This design comes from an exercise in tuning for small area and a short achievable clock period on the open sky130 flow, not from production work. Function was checked by simulation only, so behaviour that the tests miss may differ from the original. The clock port is modelled as an ideal driver; clocking choices that lean on that would not hold on a real chip.

// pe
module pe (
    input wire clk,
    input wire rst,
    input wire [31:0] a,
    input wire [31:0] b,
    output wire [31:0] c
);
Size in the first run: about 1,300 cells after synthesis, about 64 flip-flops, roughly 98 I/O pins, about 14,000 sq um of cells after synthesis.
export LEC_CHECK = 0
export ABC_AREA = 1
export CAP_MARGIN = 20
export CORE_MARGIN = 2
export CORE_UTILIZATION = 40
export CTS_BUF_LIST = sky130_fd_sc_hd__clkbuf_8
export CTS_CLUSTER_SIZE = 30
export SETUP_SLACK_MARGIN = 3.7
export SLEW_MARGIN = 20
export SYNTH_HIERARCHICAL = 1
export TNS_END_PERCENT = 0
create_clock -name core_clock -period 9.0 [get_ports {clk}]
standard.sh (not shown) runs the stock make flow with config.mk's settings and CLKGATE_MAP_FILE= SYNTH_SCRIPT=/design/flow/synth_recipe.tcl, a recipe that flattens the netlist after the stock synthesis.
==> flow/flow/run.sh <==
#!/bin/bash
set -euo pipefail
export BUFFER_PORTS_ARGS="-buffer_cell sky130_fd_sc_hd__buf_2"
export POST_CTS_TCL="$(pwd)/flow/post_cts.tcl"
bash standard.sh > standard.log 2>&1
==> flow/flow/post_cts.tcl <==
# Second setup repair pass after CTS, then legalize again.
puts "post_cts: second repair_timing pass"
repair_timing -setup -setup_margin $::env(SETUP_SLACK_MARGIN) -repair_tns 0 \
  -match_cell_footprint -verbose
detailed_placement
check_placement -verbose
report_worst_slack -max
Then changed:
--- a/flow/flow/run.sh
+++ b/flow/flow/run.sh
@@ -4 +3,0 @@
-export POST_CTS_TCL="$(pwd)/flow/post_cts.tcl"
- GPL_ROUTABILITY_DRIVEN: default -> 0
- SETUP_SLACK_MARGIN: 3.7 -> 3.6
removed: flow/flow/post_cts.tcl
Effect: The changed run went through all stages and came out clean; clock-buffer cell count is unchanged; via count fell by 1.5%; wire length fell by 2.0%; final cell count fell by 0.45%; synthesized cell count does not change; worst hold slack is about the same.
Then changed:
- GPL_ROUTABILITY_DRIVEN: 0 -> default
- SETUP_SLACK_MARGIN: 3.6 -> 3.3
After rerunning: The new run produced a clean layout; cell count is lower by 0.57%; worst hold slack hardly moves; setup slack degrades by 0.25 ns; clock skew stays flat.
Then changed:
- SETUP_SLACK_MARGIN: 3.3 -> 3.9
After rerunning: Routed wire length grows by 8.5%. Die area is unchanged. Worst setup slack gains 0.46 ns. Critical path depth does not change. Via count grows by 6.4%. Utilization grows by 3.8 points. Cell count grows by 3.2%.
Then changed:
- SETUP_SLACK_MARGIN: 3.9 -> 3.6
- SLEW_MARGIN: 20 -> 60
Area after synthesis is unchanged.
Cell count decreases by 2.7%.
Worst hold slack is better by 0.0084 ns.
Setup slack is worse by 0.25 ns.
Clock skew decreases by 0.0035 ns.
Clock-buffer cell count decreases by 1.
Maximum frequency decreases by about 4.7%.
Die area is unchanged.
Then changed:
- SETUP_SLACK_MARGIN: 3.6 -> 4.05
- SLEW_MARGIN: 60 -> 20
- TNS_END_PERCENT: 0 -> 5
Outcome: Via count grows by 2.9%; non-clock buffer count grows by 19; synthesized cell count does not change; critical path depth shrinks by 2; clock-buffer cell count is unchanged; synthesized area is unchanged; cell area grows by 4.5%.

* * *

pe again, from the RTL that the note above started with.
export LEC_CHECK = 0
export ABC_AREA = 1
export CAP_MARGIN = 20
export CORE_MARGIN = 2
export CORE_UTILIZATION = 40
export CTS_BUF_LIST = sky130_fd_sc_hd__clkbuf_8
export CTS_CLUSTER_SIZE = 30
export SETUP_SLACK_MARGIN = 3.6
export SLEW_MARGIN = 20
export SYNTH_HIERARCHICAL = 1
export TNS_END_PERCENT = 0
create_clock -name core_clock -period 9.0 [get_ports {clk}]
==> flow/flow/run.sh <==
#!/bin/bash
set -euo pipefail
export BUFFER_PORTS_ARGS="-buffer_cell sky130_fd_sc_hd__buf_2"
bash standard.sh > standard.log 2>&1
Edit:
- SETUP_SLACK_MARGIN: 3.6 -> 3.9
- SLEW_MARGIN: 20 -> 75
Result: The new run passed the timing, DRC and antenna checks; design area came out higher by about 3.7%; via count rose by 1.6%; count of clock-buffer cells in the layout increases by 1; global-route usage came out higher by 0.53 points; non-clock buffer count goes up by 30; sequential share of layout area decreases by 0.39 points; hold slack is better by 10 ps; core utilization increases by 1.6 points.
Edit:
==> flow/flow/run.sh (replaced) <==
#!/bin/bash
set -euo pipefail
export BUFFER_PORTS_ARGS="-buffer_cell sky130_fd_sc_hd__buf_2"
export SETUP_MOVE_SEQUENCE="unbuffer,sizeup,swap"
bash standard.sh > standard.log 2>&1
- SETUP_SLACK_MARGIN: 3.9 -> 3.8
- SLEW_MARGIN: 75 -> 20
Result:
- routed wire length goes down by 1.3%
- worst setup slack loses 390 ps
- synthesized cell count does not change
- final area falls by 4.9%
- clock-buffer cell count came out higher by 2
- worst hold slack got worse by 11 ps
Edit:
==> flow/flow/run.sh (replaced) <==
#!/bin/bash
set -euo pipefail
export BUFFER_PORTS_ARGS="-buffer_cell sky130_fd_sc_hd__buf_1"
bash standard.sh > standard.log 2>&1
- SETUP_SLACK_MARGIN: 3.8 -> 3.6
=>
- The new run passed the timing, DRC and antenna checks
- clock-buffer cell count goes down by 2
- final area rises by 0.85%
- sequential share of layout area is about the same
- worst setup slack gains 150 ps
- via count rose by 0.87%
- die area is unchanged
- non-clock buffer count went up by 21
- synthesized area does not change

* * *

pe again, from the RTL that the note above started with.
export LEC_CHECK = 0
export ABC_AREA = 1
export CAP_MARGIN = 20
export CORE_MARGIN = 2
export CORE_UTILIZATION = 40
export CTS_BUF_LIST = sky130_fd_sc_hd__clkbuf_8
export CTS_CLUSTER_SIZE = 30
export SETUP_SLACK_MARGIN = 3.6
export SLEW_MARGIN = 75
export SYNTH_HIERARCHICAL = 1
export TNS_END_PERCENT = 0
create_clock -name core_clock -period 9.0 [get_ports {clk}]
==> flow/flow/run.sh <==
#!/bin/bash
set -euo pipefail
export BUFFER_PORTS_ARGS="-buffer_cell sky130_fd_sc_hd__buf_2"
bash standard.sh > standard.log 2>&1
Rerun with:
==> flow/flow/run.sh (replaced) <==
#!/bin/bash
set -euo pipefail
export BUFFER_PORTS_ARGS="-buffer_cell sky130_fd_sc_hd__buf_2"
export PRE_RESIZE_TCL="$(pwd)/flow/pre_resize.tcl"
bash standard.sh > standard.log 2>&1
==> flow/flow/pre_resize.tcl (new file) <==
# Limit fanout for the repair_design call that follows (placement stage only).
puts "pre_resize: set_max_fanout 12"
set_max_fanout 12 [current_design]
Settings changed: SLEW_MARGIN 75 to 20.
After rerunning: Register-to-register slack is worse by 60 ps; clock skew stays flat; via count climbs by 6.4%; final cell count came out higher by 5.0%.
Rerun with:
==> flow/flow/run.sh (replaced) <==
#!/bin/bash
set -euo pipefail
export BUFFER_PORTS_ARGS="-buffer_cell sky130_fd_sc_hd__buf_2"
bash standard.sh > standard.log 2>&1
Settings changed: CTS_CLUSTER_DIAMETER set to 120, CTS_CLUSTER_SIZE 30 to 50.
removed: flow/flow/pre_resize.tcl
Result: The new run finished with timing, DRC and antenna clean; wire length went down by roughly a tenth; cell area is lower by a few percent; critical path depth climbs by 4; synthesized area is unchanged; cell count goes down by a few percent.

-- static timing again, ports no longer ideal --
Ports are ideal in the flow. The routed layouts listed here were re-timed in OpenROAD. Step 1 sets driving cells, clkbuf_16 on the clock port and buf_2 on the other inputs (assumed; they add their load-dependent delay and slew). Step 2 adds t to the input delays and takes it off the output delays; t is the mean of the earliest and latest rising clock arrival at the registers after step 1. Input paths then give back, and output paths get back, about the clock's delay inside the block. a / b / c = ideal / step 1 / step 2; a / b = the first two.
run	t (ns)	slack for setup (ns)	clock arrival spread, ns	worst register clock-pin slew, ns
the first run of note 1	0.434	3.700 / 3.685 / 3.251	0.011 / 0.011	0.10 / 0.10
the second run of note 1	0.435	3.670 / 3.681 / 3.251	0.011 / 0.011	0.10 / 0.10
the third run of note 1	0.434	3.420 / 3.443 / 3.008	0.012 / 0.013	0.10 / 0.10
the fourth run of note 1	0.428	3.885 / 3.765 / 3.337	0.021 / 0.021	0.10 / 0.10
the fifth run of note 1	0.424	3.631 / 3.648 / 3.224	0.010 / 0.010	0.09 / 0.09
the sixth run of note 1	0.445	3.943 / 3.934 / 3.489	0.008 / 0.008	0.08 / 0.08
the first run of note 2	0.435	3.670 / 3.681 / 3.251	0.011 / 0.011	0.10 / 0.10
the second run of note 2	0.426	3.846 / 3.752 / 3.326	0.022 / 0.022	0.10 / 0.10
the third run of note 2	0.450	3.457 / 3.480 / 3.031	0.015 / 0.015	0.09 / 0.09
the fourth run of note 2	0.430	3.605 / 3.618 / 3.188	0.015 / 0.015	0.09 / 0.09
the first run of note 3	0.428	3.672 / 3.673 / 3.245	0.013 / 0.012	0.10 / 0.10
the second run of note 3	0.438	3.580 / 3.598 / 3.160	0.012 / 0.012	0.09 / 0.09
the third run of note 3	0.435	3.670 / 3.681 / 3.251	0.011 / 0.011	0.10 / 0.10
After both steps every run listed still meets setup and hold. For the fourth run of note 1, which loses most, drivers alone change the setup slack by -0.120 ns; drivers and shift together by -0.548 ns.
